Background: an optimization exercise with open tools, aiming at small area, a short achievable clock period and few clock cycles per item. Do not read the settings as production practice.
RTL that was checked went through simulation tests only; none was proved equivalent to the original.
Power figures rest on the tool's default switching activity, not on a simulated workload.

// div_unit
module div_unit
(
    input  logic        clk,
    input  logic        rst,
    input  logic        issue,           
    input  logic [2:0]  funct3,          
    input  logic [6:0]  opcode,
    input  logic [4:0]  rd,
    input  logic [5:0]  pd,
    input  logic [2:0]  rob_idx,
    input  logic [31:0] pc,
    input  logic [31:0] ps1_value,
    input  logic [31:0] ps2_value,
    output logic        ready,           
    input  logic        cdb_dequeue,     
    output logic        res_valid,
    output logic [4:0]  res_rd,
    output logic [5:0]  res_pd,
    output logic [2:0]  res_rob_idx,
    output logic [31:0] res_value,
    output logic [31:0] res_rs1_value,
    output logic [31:0] res_rs2_value,
    output logic [31:0] res_pc,
    output logic [31:0] res_pc_next,
    output logic [6:0]  res_opcode
);
Size: ~2500 cells after synthesis.
==> flow/config.mk <==
export PLATFORM = sky130hd
export DESIGN_NAME = div_unit
export DESIGN_NICKNAME = div_unit
export VERILOG_FILES = /design/flow/design.v
export SDC_FILE = /design/flow/constraint.sdc
export NUM_CORES = 4
export LEC_CHECK = 0
export ABC_AREA = 1
export CAP_MARGIN = 20
export CORE_MARGIN = 2
export CORE_UTILIZATION = 40
export PLACE_DENSITY = 0.6
export SLEW_MARGIN = 20
==> flow/constraint.sdc <==
create_clock -name core_clock -period 5.5 [get_ports {clk}]
set_input_delay 1.1000 -clock core_clock [delete_from_list [all_inputs] [get_ports {clk}]]
set_output_delay 1.1000 -clock core_clock [all_outputs]
set_load 0.01 [all_outputs]
run.sh (not shown) runs the stock make flow with config.mk's settings and CLKGATE_MAP_FILE= SYNTH_SCRIPT=/design/flow/synth_recipe.tcl, a recipe that flattens the netlist after the stock synthesis.
The starting point completed with no timing, DRC or antenna violations.
Testbench counts at the start, summed over its fixed seeds: cycles 31,479, ops 3,200.
Edit:
--- a/flow/config.mk
+++ b/flow/config.mk
@@ -6,5 +6,4 @@
 export NUM_CORES = 4
 export LEC_CHECK = 0
-export ABC_AREA = 1
 export CAP_MARGIN = 20
 export CORE_MARGIN = 2
What happened: Setup slack got worse by 0.12 ns. Die area is higher by a few percent. Wire length is higher by about a fifth. Synthesized cell count is lower by roughly a tenth. Power is higher by about a fifth. Global-route usage is higher by 4.5 points. Clock-buffer cell count stays the same. Critical path depth is lower by 32. Flip-flop and latch count is unchanged. Clock power barely changes.
Edit:
--- a/flow/config.mk
+++ b/flow/config.mk
@@ -6,7 +6,9 @@
 export NUM_CORES = 4
 export LEC_CHECK = 0
+export ABC_CLOCK_PERIOD_IN_PS = 4000
 export CAP_MARGIN = 20
 export CORE_MARGIN = 2
 export CORE_UTILIZATION = 40
 export PLACE_DENSITY = 0.6
+export SETUP_SLACK_MARGIN = 1.5
 export SLEW_MARGIN = 20
Effect: The changed run finished clean; clock-buffer cell count is unchanged; wire length went up by 5.1%; core utilization went up by 5.7 points; global-route usage went up by 1.8 points; combinational power went up by about 20%; worst hold slack got worse by 0.018 ns; design area went up by about 10%; area after synthesis is unchanged.

---

div_unit, a different RTL version from the one above (not shown whole).
Size in the first run: about 2,600 cells after synthesis, about 310 I/O pins, roughly 0.020 mm^2 of cells after synthesis.
export LEC_CHECK = 0
export ABC_AREA = 1
export CAP_MARGIN = 20
export CORE_MARGIN = 2
export CORE_UTILIZATION = 40
export PLACE_DENSITY = 0.6
export SETUP_SLACK_MARGIN = 1.0
export SLEW_MARGIN = 20
create_clock -name core_clock -period 5.5 [get_ports {clk}]
standard.sh (not shown) runs the stock make flow with config.mk's settings and CLKGATE_MAP_FILE= SYNTH_SCRIPT=/design/flow/synth_recipe.tcl, a recipe that flattens the netlist after the stock synthesis.
==> flow/flow/run.sh <==
#!/bin/bash
export BUFFER_PORTS_ARGS="-buffer_cell sky130_fd_sc_hd__buf_1"
bash standard.sh > standard.log 2>&1
==> next run, changes <==
- CORE_UTILIZATION: 40 -> 55
- PLACE_DENSITY: 0.6 -> 0.7
Clock power stays flat.
Total power drops by about 1%.
Setup slack is better by 0.11 ns.
Design area goes down by about 2%.
First-iteration DRC count rises by about 10%.
Via count goes up by 1.9%.
Global-route usage came out higher by 8.3 points.
Register-to-register slack degrades by 0.07 ns.
Routed wire length shrinks by about 7%.
No run of this note included a check of the RTL's function; only the layout flow was run.

separate check: timing with driven ports:
The flow's constraints put no driver on any port. The routed layouts listed below were extracted and timed again, unchanged, in two steps.
Step 1: set_driving_cell puts a clkbuf_16 on clk and a buf_2 on each other input, an assumption about the parent block.
Step 2, shift: input delay + t, output delay - t, t = (earliest + latest rising clock arrival at the registers) / 2. This alone moves slack from input paths to output paths.
Slacks: ideal ports / drivers / drivers and shift; pairs: ideal ports / drivers.
run	shift t [ns]	setup WS [ns]	worst hold slack (ns)	worst slew at a driven data input, ns	cell pins on the clock port's net
the first run of note 1	0.541	0.310 / 0.309 / -0.232	0.545 / 0.545 / 0.545	0.11	1
the second run of note 1	0.554	0.187 / 0.187 / -0.293	0.555 / 0.555 / 0.555	0.08	1
the third run of note 1	0.558	0.185 / 0.157 / -0.401	0.537 / 0.537 / 0.537	0.10	1
the first run of note 2	0.645	0.478 / 0.415 / 0.745	0.504 / 0.504 / 0.504	0.09	1
the second run of note 2	0.606	0.583 / 0.524 / 0.740	0.463 / 0.463 / 0.463	0.04	1
Met with ideal ports but missed after step 2: setup timing in the first run of note 1, the second run of note 1 and the third run of note 1. The setup slack of the third run of note 1, which loses most, moves by -0.028 ns with the drivers and by -0.586 ns with both steps.
